Background: an optimization exercise with open tools, aiming at small area and a short achievable clock period. Do not read the settings as production practice.
Only simulation tests tie the RTL to the original design; equivalence was not proved.

v5:
// Filter
module Filter(clk, rst, in, out);
	input clk, rst;
	input signed [31:0] in;
	output wire signed [31:0] out;
	reg [31:0] v, w1, S;
	wire n_1;
	wire n_2;
	wire n_3;
	wire n_4;
	wire n_5;
	wire n_6;
	wire n_7;
	wire n_8;
	wire n_9;
	wire n_10;
	wire n_11;
	wire n_12;
	wire n_13;
	wire n_14;
	wire n_15;
	wire n_16;
	wire n_17;
	wire n_18;
	wire n_19;
	wire n_20;
	wire n_21;
	wire n_22;
	wire n_23;
	wire n_24;
	wire n_25;
	wire n_26;
	wire n_27;
	wire n_28;
	wire n_29;
	wire n_30;
	wire n_31;
	wire n_32;
	wire n_33;
	wire n_34;
	wire n_35;
	wire n_36;
	wire n_37;
	wire n_38;
	wire n_39;
	wire n_40;
	wire n_41;
	wire n_42;
	wire n_43;
	wire n_44;
	wire n_45;
	wire n_46;
	wire n_47;
	wire n_48;
	wire n_49;
	wire n_50;
	wire n_51;
	wire n_52;
	wire n_53;
	wire n_54;
	wire n_55;
	wire n_56;
	wire n_57;
	wire n_58;
	wire n_59;
	wire n_60;
	wire n_61;
	wire n_62;
	wire n_63;
	wire n_64;
	wire n_65;
	wire n_66;
	wire n_67;
	wire n_68;
	wire n_69;
	wire n_70;
	wire n_71;
	wire n_72;
	wire n_73;
	wire n_74;
	wire n_75;
	wire n_76;
	wire n_77;
	wire n_78;
	wire n_79;
	wire n_80;
	wire n_81;
	wire n_82;
	wire n_83;
	wire n_84;
	wire n_85;
	wire n_86;
	wire n_87;
	wire n_88;
	wire n_89;
	wire n_90;
	wire n_91;
	wire n_92;
	wire n_93;
	wire n_94;
	wire n_95;
	wire n_96;
	wire n_97;
	wire n_98;
	wire n_99;
	wire n_100;
	wire n_101;
	wire n_102;
	wire n_103;
	wire n_104;
	wire n_105;
	wire n_106;
	wire n_107;
	wire n_108;
	wire n_109;
	wire n_110;
	wire n_111;
	wire n_112;
	wire n_113;
	wire n_114;
	wire n_115;
	wire n_116;
	wire n_117;
	wire n_118;
	wire n_119;
	wire n_120;
	wire n_121;
	wire n_122;
	wire n_123;
	wire n_124;
	wire n_125;
	wire n_126;
	wire n_127;
	wire n_128;
	wire n_129;
	wire n_130;
	wire n_131;
	wire n_132;
	wire n_133;
	wire n_134;
	wire n_135;
	wire n_136;
	wire n_137;
	wire n_138;
	wire n_139;
	wire n_140;
	wire n_141;
	wire n_142;
	wire n_143;
	wire n_144;
	wire n_145;
	wire n_146;
	wire n_147;
	wire n_148;
	wire n_149;
	wire n_150;
	wire n_151;
	wire n_152;
	wire n_153;
	wire n_154;
	wire n_155;
	wire n_156;
	wire n_157;
	wire n_158;
	wire n_159;
	wire n_160;
	wire n_161;
	wire n_162;
	wire n_163;
	wire n_164;
	wire n_165;
	wire n_166;
	wire n_167;
	wire n_168;
	wire n_169;
	wire n_170;
	wire n_171;
	wire n_172;
  ...
For scale: about 1900 cells after synthesis, roughly 66 I/O pins, ~0.022 mm² of cells after synthesis.
Settings: LEC_CHECK=0, CAP_MARGIN=20, CORE_MARGIN=2, CORE_UTILIZATION=40, SLEW_MARGIN=20, SYNTH_HIERARCHICAL=1; clock period 14.0 ns.
standard.sh (not shown) runs the stock make flow with config.mk's settings and CLKGATE_MAP_FILE= SYNTH_SCRIPT=/design/flow/synth_recipe.tcl, a recipe that flattens the netlist after the stock synthesis.
==> flow/flow/run.sh <==
#!/bin/bash
set -euo pipefail
bash standard.sh SETUP_SLACK_MARGIN=6 finish > standard_flow.log 2>&1
v5: no failed stages, no open violations at the end
[inputs] v29 vs v5
Settings: setting SETUP_SLACK_MARGIN to 5 for the first time; setting PLACE_DENSITY to 0.8 for the first time.
==> flow/run.sh (new file) <==
#!/bin/bash
# synth_recipe.tcl (not shown) runs the flow's synth.tcl, then flattens the netlist and writes it again
# the make line also repeats each setting of config.mk as NAME=value (left out here)
make -C /OpenROAD-flow-scripts/flow DESIGN_CONFIG=/design/flow/config.mk WORK_HOME=/design/flow/orfs CLKGATE_MAP_FILE= SYNTH_SCRIPT=/design/flow/synth_recipe.tcl finish
removed: flow/flow/run.sh
removed: flow/standard.sh
--- outcome ---
Relative to v5, count of buffers not belonging to the clock network in the layout has gone down in v29. v29 reports its critical path capture point as out[29] while v5 reports v[30]. Summary of v29 over v5: number of standard cells in the layout, taps in and fillers out shrank by about 4%; global-route wire length before repair -4600 µm; worst setup timing slack at the placement stage saw a decrease.
The following lists how v53 was set up differently from v29:
Settings: PLACE_DENSITY: 0.8 -> unset.
==> notes.md <==
Compared with v29, in v53 design area closely matched the old numbers, first-pass iteration count of the detailed router down 3, HPWL after detailed placement saw a decrease, minimum period implied by the final worst setup slack rose 0.011 ns.
Looking at maximum fanout along the worst path, v53 sits 1 lower than v29 does.
Higher post-CTS setup buffer count among v29 and v53: v53
From v53 to v29, die area did not move at all.
Of v29 and v53, v53 shows the lower cell count of the worst reg-to-reg path, with v29 above it.
Re count of different cell masters after synthesis: no difference whatsoever between v29 and v53.
What v50 does differently from v53 at the input level:
Settings: SETUP_SLACK_MARGIN: 5 -> 4.5.
Notes after the runs:
v50 improves on v53 in via count.
Summary — global-route wire length before repair, v50 relative to v53: lower, by 0.84%.
Relative to v53, via count of the first global-routing pass has decreased by about 1.2% in v50.

Setup of main:
Filter, a different RTL version from the one above (not shown whole).
Size in the first run: about 96 flip-flops, roughly 66 I/O pins, roughly 22000 um^2 of cells after synthesis.
Settings: LEC_CHECK=0, CAP_MARGIN=20, CORE_MARGIN=2, CORE_UTILIZATION=40, GPL_ROUTABILITY_DRIVEN=0, SETUP_SLACK_MARGIN=5, SLEW_MARGIN=20, SYNTH_HIERARCHICAL=1; clock period 14.0 ns.
run.sh (not shown) runs the stock make flow with config.mk's settings and CLKGATE_MAP_FILE= SYNTH_SCRIPT=/design/flow/synth_recipe.tcl, a recipe that flattens the netlist after the stock synthesis.
Stock flow here: none of the scripts above is used.
main completed every stage of the flow, and the final layout passed the timing, DRC and antenna checks.
Changes in the feature branch relative to main:
Settings: GPL_ROUTABILITY_DRIVEN: 0 -> unset.
Results
Between the feature branch and main, the fraction of met3 tracks used by global routing figures differ only marginally. Delta (the feature branch minus main): depth of the most critical reg-to-reg path lost 2; overall via count from detail_route fell 125.

Another version of the RTL of Filter (not shown whole).
Size in the first run: ~3,100 cells after synthesis, about 96 flip-flops, about 66 I/O pins, about 26,000 um2 of cells after synthesis.
## Filter
module Filter(clk, rst, in, out);
	input clk, rst;
	input signed [31:0] in;
	output wire signed [31:0] out;
	reg [31:0] v, w1, S;
	wire n_1;
	assign n_1 = 1'b0 ^ v[12];
	wire n_2;
	assign n_2 = 1'b0 | v[12];
	wire n_3;
	assign n_3 = v[13] ^ v[9];
	wire n_4;
	assign n_4 = v[13] | v[9];
	wire n_5;
	assign n_5 = v[14] ^ v[10];
	wire n_6;
	assign n_6 = v[14] | v[10];
	wire n_7;
	assign n_7 = v[15] ^ v[11];
	wire n_8;
	assign n_8 = v[15] | v[11];
	wire n_9;
	assign n_9 = v[16] ^ v[12];
	wire n_10;
	assign n_10 = v[16] | v[12];
	wire n_11;
	assign n_11 = v[17] ^ v[13];
	wire n_12;
	assign n_12 = v[17] | v[13];
	wire n_13;
	assign n_13 = v[18] ^ v[14];
	wire n_14;
	assign n_14 = v[18] | v[14];
	wire n_15;
	assign n_15 = v[19] ^ v[15];
	wire n_16;
	assign n_16 = v[19] | v[15];
	wire n_17;
	assign n_17 = v[20] ^ v[16];
	wire n_18;
	assign n_18 = v[20] | v[16];
	wire n_19;
	assign n_19 = v[21] ^ v[17];
	wire n_20;
	assign n_20 = v[21] | v[17];
	wire n_21;
	assign n_21 = v[22] ^ v[18];
	wire n_22;
	assign n_22 = v[22] | v[18];
	wire n_23;
	assign n_23 = v[23] ^ v[19];
	wire n_24;
	assign n_24 = v[23] | v[19];
	wire n_25;
	assign n_25 = v[24] ^ v[20];
	wire n_26;
	assign n_26 = v[24] | v[20];
	wire n_27;
	assign n_27 = 1'b0 ^ v[31] ^ v[25];
	wire n_28;
	assign n_28 = (1'b0 & v[31]) | (1'b0 & v[25]) | (v[31] & v[25]);
	wire n_29;
	assign n_29 = 1'b0 ^ v[26];
	wire n_30;
	assign n_30 = 1'b0 | v[26];
	wire n_31;
	assign n_31 = 1'b0 ^ v[27];
	wire n_32;
	assign n_32 = 1'b0 | v[27];
  ...
Settings: LEC_CHECK=0, ABC_AREA=1, CAP_MARGIN=20, CORE_MARGIN=2, CORE_UTILIZATION=40, SETUP_SLACK_MARGIN=5, SLEW_MARGIN=20, SYNTH_HIERARCHICAL=1; clock period 14.0 ns.
Next try:
Settings changed: ABC_AREA 1 to default, CORE_UTILIZATION 40 to 60.
Register-to-register slack is worse by 0.57 ns; die area fell by about 40%.
Next try:
Settings changed: CORE_UTILIZATION 60 to 40.
After rerunning:
- The new run completed with no timing, DRC or antenna violations
- worst hold slack gets worse by 0.037 ns
- die area went up by 49%
- worst setup slack gets better by 0.22 ns
- register-to-register slack gets better by 0.22 ns
- final area went up by 1.5%
- count of clock-buffer cells in the layout does not change
- routed wire length went up by 2.2%
- core utilization went down by 23 points
- synthesized cell count is unchanged
- critical path depth went up by 2

==> static timing again, ports no longer ideal <==
How much do the figures lean on ideal ports? The routed layouts below were timed once more, with nothing changed but the port constraints.
Step 1 assumes that a clkbuf_16 drives the clock port and a buf_2 every other input.
Step 2 adds t to the input delays and takes it off the output delays; t is the mean of the earliest and latest rising clock arrival at the registers after step 1. Input paths then give back, and output paths get back, about the clock's delay inside the block.
a / b / c = ideal / step 1 / step 2; a / b = the first two.
run	t, ns	slack for setup (ns)	latest minus earliest clock arrival (ns)
v5	0.437	5.354 / 5.354 / 5.354	0.013 / 0.012
v29	0.433	5.167 / 5.115 / 5.192	0.012 / 0.012
v53	0.447	5.156 / 5.156 / 5.156	0.013 / 0.013
v50	0.445	4.793 / 4.739 / 4.812	0.019 / 0.019
main	0.439	5.247 / 5.221 / 5.247	0.011 / 0.011
the feature branch	0.449	5.255 / 5.248 / 5.255	0.015 / 0.015
the first run of note 3	0.432	5.242 / 5.189 / 5.315	0.009 / 0.009
the second run of note 3	0.428	4.742 / 4.742 / 4.742	0.017 / 0.017
the third run of note 3	0.438	4.959 / 4.959 / 4.959	0.019 / 0.019
After both steps setup and hold are still met in every run listed.
